This design comes from an exercise in tuning for small area and a short achievable clock period on the open sky130 flow, not from production work.
RTL that was checked went through simulation tests only; none was proved equivalent to the original.
Power and IR drop assume default switching activity.

// reg_alu
module reg_alu (input wire clk, reset, sel, wr, input wire [1:0] op, input wire [2:0] rd_addr_a,
		rd_addr_b, wr_addr, input wire [15:0] d_in, output wire [15:0] d_out_a, d_out_b, output wire cout);
	wire [15:0] wdata;
	wire [7:0] ld, nld, ra, rb;
	wire [127:0] y;
	reg [15:0] r0, r1, r2, r3, r4, r5, r6, r7;
	wire [127:0] q = {r7, r6, r5, r4, r3, r2, r1, r0};
	wrdec wdec (.reset(reset), .wr(wr), .addr(wr_addr), .ld(ld), .nld(nld));
	dec3 adec (.addr(rd_addr_a), .y(ra));
	dec3 bdec (.addr(rd_addr_b), .y(rb));
	genvar i, j;
	generate
		for (i = 0; i < 8; i = i + 1) begin : row
			for (j = 0; j < 16; j = j + 1) begin : col
				hold1 h (.ld(ld[i]), .nld(nld[i]), .d(wdata[j]), .q(q[16*i+j]), .y(y[16*i+j]));
			end
		end
		for (j = 0; j < 16; j = j + 1) begin : rd
			rd8 ma (.s(ra), .q({q[112+j], q[96+j], q[80+j], q[64+j], q[48+j], q[32+j], q[16+j], q[j]}), .o(d_out_a[j]));
			rd8 mb (.s(rb), .q({q[112+j], q[96+j], q[80+j], q[64+j], q[48+j], q[32+j], q[16+j], q[j]}), .o(d_out_b[j]));
		end
	endgenerate
	always @(posedge clk) begin
		r0 <= y[15:0];
		r1 <= y[31:16];
		r2 <= y[47:32];
		r3 <= y[63:48];
		r4 <= y[79:64];
		r5 <= y[95:80];
		r6 <= y[111:96];
		r7 <= y[127:112];
	end
	alu calc (.reset(reset), .sel(sel), .op(op), .a(d_out_a), .b(d_out_b), .d(d_in), .w(wdata), .cout(cout));
endmodule
For scale: ~600 cells after synthesis, roughly 64 I/O pins.
clock: 12.0 ns
lec_check: 0
abc_clock_period_in_ps: 5000
cap_margin: 20
core_margin: 2
core_utilization: 40
setup_slack_margin: 4.6
slew_margin: 20
synth_hierarchical: 1
buffer_ports_args: -buffer_cell sky130_fd_sc_hd__buf_1
cts_args: -sink_clustering_enable -repair_clock_nets -dont_use_dummy_load -root_buf sky130_fd_sc_hd__clkbuf_16 -buf_list sky130_fd_sc_hd__clkbuf_4 -sink_clustering_buffer sky130_fd_sc_hd__clkbuf_4
standard.sh (not shown) runs the stock make flow with config.mk's settings and CLKGATE_MAP_FILE= SYNTH_SCRIPT=/design/flow/synth_recipe.tcl, a recipe that flattens the netlist after the stock synthesis.
==> flow/flow/run.sh <==
#!/bin/bash
# The standard layout with two changes:
#  - the port buffers placed at global placement use the smallest buffer
#    cell instead of the delay cell buffer_ports picks by default (every
#    input and output port still gets its own buffer; later repair steps
#    resize them as timing needs);
#  - clock tree synthesis uses a strong root buffer and small leaf buffers,
#    and adds no dummy loads to balance the leaves.
set -e
echo 'export BUFFER_PORTS_ARGS = -buffer_cell sky130_fd_sc_hd__buf_1' >> config.mk
echo 'export CTS_ARGS = -sink_clustering_enable -repair_clock_nets -dont_use_dummy_load -root_buf sky130_fd_sc_hd__clkbuf_16 -buf_list sky130_fd_sc_hd__clkbuf_4 -sink_clustering_buffer sky130_fd_sc_hd__clkbuf_4' >> config.mk
bash standard.sh > standard.log 2>&1
Next try:
Settings changed: SETUP_SLACK_MARGIN 4.6 to 4.8.
=> Setup slack gains 0.16 ns; non-clock buffer count increases by 18; design area rose by 4.0%; clock skew is about the same; wire length rose by about 1.4%; power came out higher by 2.9%; sequential power is about the same; utilization increases by 1.9 points; critical path depth rises by 1.
Next try:
Settings changed: SETUP_SLACK_MARGIN 4.8 to 4.4.
The new run ran to the end with no violations.
Via count fell by 2.4%.
Power fell by 3.0%.
Cell area fell by 4.3%.
Next try:
--- a/flow/flow/run.sh
+++ b/flow/flow/run.sh
@@ -7 +7 @@
-#  - clock tree synthesis uses a strong root buffer and small leaf buffers,
+#  - clock tree synthesis uses a strong root buffer and mid-size leaf buffers,
@@ -11 +11 @@
-echo 'export CTS_ARGS = -sink_clustering_enable -repair_clock_nets -dont_use_dummy_load -root_buf sky130_fd_sc_hd__clkbuf_16 -buf_list sky130_fd_sc_hd__clkbuf_4 -sink_clustering_buffer sky130_fd_sc_hd__clkbuf_4' >> config.mk
+echo 'export CTS_ARGS = -sink_clustering_enable -repair_clock_nets -dont_use_dummy_load -root_buf sky130_fd_sc_hd__clkbuf_16 -buf_list sky130_fd_sc_hd__clkbuf_8 -sink_clustering_buffer sky130_fd_sc_hd__clkbuf_8' >> config.mk
Settings changed: CTS_ARGS -sink_clustering_enable -repair_clock_nets -dont_use_dummy_load -root_buf sky130_fd_sc_hd__clkbuf_16 -buf_list sky130_fd_sc_hd__clkbuf_4 -sink_clustering_buffer sky130_fd_sc_hd__clkbuf_4 to -sink_clustering_enable -repair_clock_nets -dont_use_dummy_load -root_buf sky130_fd_sc_hd__clkbuf_16 -buf_list sky130_fd_sc_hd__clkbuf_8 -sink_clustering_buffer sky130_fd_sc_hd__clkbuf_8, SETUP_SLACK_MARGIN 4.4 to 4.8.
After rerunning:
- The new run completed without violations
- hold slack is worse by 0.0043 ns
- synthesized area stays the same
- flip-flop and latch count does not change
- final cell count came out higher by 2.1%
- global-route usage came out higher by 0.22 points
- power came out higher by 8.5%
- clock power came out higher by 31%
- final area came out higher by 5.7%
- sequential share of layout area came out lower by 1.9 points

---

== onyx ==
Another version of the RTL of reg_alu (not shown whole).
Size: ~600 cells after synthesis, roughly 130 flip-flops, roughly 64 I/O pins, about 6200 um^2 of cells after synthesis.
// reg_alu
module reg_alu (input wire clk, reset, sel, wr, input wire [1:0] op, input wire [2:0] rd_addr_a,
		rd_addr_b, wr_addr, input wire [15:0] d_in, output wire [15:0] d_out_a, d_out_b, output wire cout);
make LEC_CHECK=0 ABC_CLOCK_PERIOD_IN_PS=5000 CAP_MARGIN=20 CORE_MARGIN=2 CORE_UTILIZATION=40 SETUP_SLACK_MARGIN=4 SLEW_MARGIN=20 SYNTH_HIERARCHICAL=1 finish   # period 12.0 ns
run.sh (not shown) runs the stock make flow with config.mk's settings and CLKGATE_MAP_FILE= SYNTH_SCRIPT=/design/flow/synth_recipe.tcl, a recipe that flattens the netlist after the stock synthesis.
Stock flow here: none of the scripts above is used.
Relative to onyx, the following input files were edited for yarrow:
# onyx
export LEC_CHECK = 0
export ABC_CLOCK_PERIOD_IN_PS = 5000
export CAP_MARGIN = 20
export CORE_MARGIN = 2
export CORE_UTILIZATION = 40
export SETUP_SLACK_MARGIN = 4
export SLEW_MARGIN = 20
export SYNTH_HIERARCHICAL = 1
create_clock -name core_clock -period 12.0 [get_ports {clk}]
# yarrow
export LEC_CHECK = 0
export ABC_CLOCK_PERIOD_IN_PS = 5000
export CAP_MARGIN = 20
export CORE_MARGIN = 2
export CORE_UTILIZATION = 40
export CTS_BUF_LIST = sky130_fd_sc_hd__clkbuf_4
export CTS_CLUSTER_SIZE = 16
export SETUP_SLACK_MARGIN = 4
export SLEW_MARGIN = 20
export SYNTH_HIERARCHICAL = 1
export BUFFER_PORTS_ARGS = -buffer_cell sky130_fd_sc_hd__buf_1
create_clock -name core_clock -period 12.0 [get_ports {clk}]
==> flow/flow/run.sh (new file) <==
#!/bin/bash
set -e
echo 'export BUFFER_PORTS_ARGS = -buffer_cell sky130_fd_sc_hd__buf_1' >> config.mk
bash standard.sh > standard.log 2>&1
==> flow/standard.sh (new file) <==
#!/bin/bash
# synth_recipe.tcl (not shown) runs the flow's synth.tcl, then flattens the netlist and writes it again
# the make line also repeats each setting of config.mk as NAME=value (left out here)
make -C /OpenROAD-flow-scripts/flow DESIGN_CONFIG=/design/flow/config.mk WORK_HOME=/design/flow/orfs CLKGATE_MAP_FILE= SYNTH_SCRIPT=/design/flow/synth_recipe.tcl "${@:-finish}"
removed: flow/run.sh
==> run summary <==
- yarrow: done, clean on timing, DRC and antenna
- onyx → yarrow: total power divided by cell area saw a decrease, power drawn by the combinational cells saw a decrease, share of flip-flops with an asynchronous set or reset saw little to no change.
- yarrow has setup skew after layout above what onyx had.
- Of the two values seen for launching element of the worst setup path, rd_addr_b[1] was produced by yarrow and rd_addr_a[2] by onyx.
- Comparing yarrow against onyx, there is no change at all in cell area after technology mapping.
- Relative to onyx, the overall power measured on yarrow has decreased by more than 10%.
- Cell area | yarrow vs onyx | yarrow smaller
- Summary: wire length, yarrow better than onyx
- Reported for onyx and yarrow, area share of and/or/nand/nor cells after synthesis turned out identical to the last digit.
- Relative to onyx, combined area of the multi-input logic cells has decreased by about 0.4% in yarrow.
- yarrow — sequential share of layout area 3.5 points higher, onyx as reference
The inputs of quartz differ from those of yarrow as listed below.
# yarrow
export LEC_CHECK = 0
export ABC_CLOCK_PERIOD_IN_PS = 5000
export CAP_MARGIN = 20
export CORE_MARGIN = 2
export CORE_UTILIZATION = 40
export CTS_BUF_LIST = sky130_fd_sc_hd__clkbuf_4
export CTS_CLUSTER_SIZE = 16
export SETUP_SLACK_MARGIN = 4
export SLEW_MARGIN = 20
export SYNTH_HIERARCHICAL = 1
export BUFFER_PORTS_ARGS = -buffer_cell sky130_fd_sc_hd__buf_1
create_clock -name core_clock -period 12.0 [get_ports {clk}]
# quartz
export LEC_CHECK = 0
export ABC_CLOCK_PERIOD_IN_PS = 5000
export CAP_MARGIN = 20
export CORE_MARGIN = 2
export CORE_UTILIZATION = 40
export SETUP_SLACK_MARGIN = 5
export SLEW_MARGIN = 20
export SYNTH_HIERARCHICAL = 1
create_clock -name core_clock -period 12.0 [get_ports {clk}]
==> flow/run.sh (new file) <==
#!/bin/bash
# synth_recipe.tcl (not shown) runs the flow's synth.tcl, then flattens the netlist and writes it again
# the make line also repeats each setting of config.mk as NAME=value (left out here)
make -C /OpenROAD-flow-scripts/flow DESIGN_CONFIG=/design/flow/config.mk WORK_HOME=/design/flow/orfs CLKGATE_MAP_FILE= SYNTH_SCRIPT=/design/flow/synth_recipe.tcl finish
removed: flow/flow/run.sh
removed: flow/standard.sh
--- outcome ---
From yarrow to quartz the numbers moved as follows: detailed-route wire length on metal 1 picked up an extra 5.2%; sum of met3 wire segment lengths after detailed routing lost 560 um. [compare] base=yarrow new=quartz: fmax up 7.4%; HPWL after detailed placement up 2.4%; first-pass GRT wire length up 2800 um; clock sink count flat. In the flow results for quartz and yarrow, the detailed-route via count is smaller on yarrow. Lower count of clock-buffer cells in the layout among quartz and yarrow: quartz. A start point of the critical path of rd_addr_b[1] is what yarrow shows, while rd_addr_b[2] belongs to quartz. Looking at clock period minus final worst setup slack, quartz sits below yarrow. Looking at post-route worst setup slack, quartz sits 0.53 ns higher than yarrow does.
[inputs] willow vs quartz
# quartz
export LEC_CHECK = 0
export ABC_CLOCK_PERIOD_IN_PS = 5000
export CAP_MARGIN = 20
export CORE_MARGIN = 2
export CORE_UTILIZATION = 40
export SETUP_SLACK_MARGIN = 5
export SLEW_MARGIN = 20
export SYNTH_HIERARCHICAL = 1
create_clock -name core_clock -period 12.0 [get_ports {clk}]
# willow
export LEC_CHECK = 0
export ABC_CLOCK_PERIOD_IN_PS = 5000
export CAP_MARGIN = 20
export CORE_MARGIN = 2
export CORE_UTILIZATION = 40
export CTS_BUF_LIST = sky130_fd_sc_hd__clkbuf_4
export CTS_CLUSTER_SIZE = 16
export SETUP_SLACK_MARGIN = 4
export SLEW_MARGIN = 20
export SYNTH_HIERARCHICAL = 1
export BUFFER_PORTS_ARGS = -buffer_cell sky130_fd_sc_hd__buf_2
create_clock -name core_clock -period 12.0 [get_ports {clk}]
==> flow/flow/run.sh (new file) <==
#!/bin/bash
set -e
echo 'export BUFFER_PORTS_ARGS = -buffer_cell sky130_fd_sc_hd__buf_2' >> config.mk
bash standard.sh > standard.log 2>&1
==> flow/standard.sh (new file) <==
#!/bin/bash
# synth_recipe.tcl (not shown) runs the flow's synth.tcl, then flattens the netlist and writes it again
# the make line also repeats each setting of config.mk as NAME=value (left out here)
make -C /OpenROAD-flow-scripts/flow DESIGN_CONFIG=/design/flow/config.mk WORK_HOME=/design/flow/orfs CLKGATE_MAP_FILE= SYNTH_SCRIPT=/design/flow/synth_recipe.tcl "${@:-finish}"
removed: flow/run.sh
## What came out
Compared with quartz, in willow switching power total down 14%, length of routed met2 wiring moved down, quantity of gates resized following cts lower. Compared with quartz, in willow synthesized net count held steady, max-cap violation count now sits at about the same level. Vias: willow below quartz. Compare quartz and willow | critical path depth higher: quartz.
Function was not checked in any run of this note: the RTL went through the layout flow alone.

==> separate check: timing with driven ports <==
The flow's constraints put no driver on any port. The routed layouts listed below were extracted and timed again, unchanged, in two steps. Step 1 (the two cells are an assumption about what drives the block):
set clk [get_ports {clk}]
set_driving_cell -lib_cell sky130_fd_sc_hd__clkbuf_16 $clk
set_driving_cell -lib_cell sky130_fd_sc_hd__buf_2 [delete_from_list [all_inputs] $clk]
Step 2, shift: input delay + t, output delay - t, t = (earliest + latest rising clock arrival at the registers) / 2. This alone moves slack from input paths to output paths. a / b / c = no drivers / after step 1 / after step 2; a / b = the first two.
| run | shift t [ns] | setup slack, ns | worst register clock-pin slew, ns | cell pins on the clock port's net |
|---|---|---|---|---|
| the first run of note 1 | 0.392 | 4.694 / 4.665 / 4.665 | 0.12 / 0.12 | 1 |
| the second run of note 1 | 0.393 | 4.858 / 4.832 / 4.832 | 0.12 / 0.12 | 1 |
| the third run of note 1 | 0.391 | 4.523 / 4.495 / 4.495 | 0.12 / 0.12 | 1 |
| the fourth run of note 1 | 0.395 | 4.831 / 4.797 / 4.797 | 0.08 / 0.08 | 1 |
| onyx | 0.467 | 4.176 / 4.146 / 4.146 | 0.06 / 0.06 | 1 |
| yarrow | 0.585 | 4.358 / 4.336 / 4.336 | 0.12 / 0.12 | 1 |
| quartz | 0.465 | 4.883 / 4.837 / 4.837 | 0.06 / 0.06 | 1 |
| willow | 0.587 | 4.205 / 4.182 / 4.182 | 0.12 / 0.12 | 1 |
After both steps every run listed still meets setup and hold. The setup slack of quartz, which loses most, moves by -0.046 ns with the drivers and by -0.046 ns with both steps.
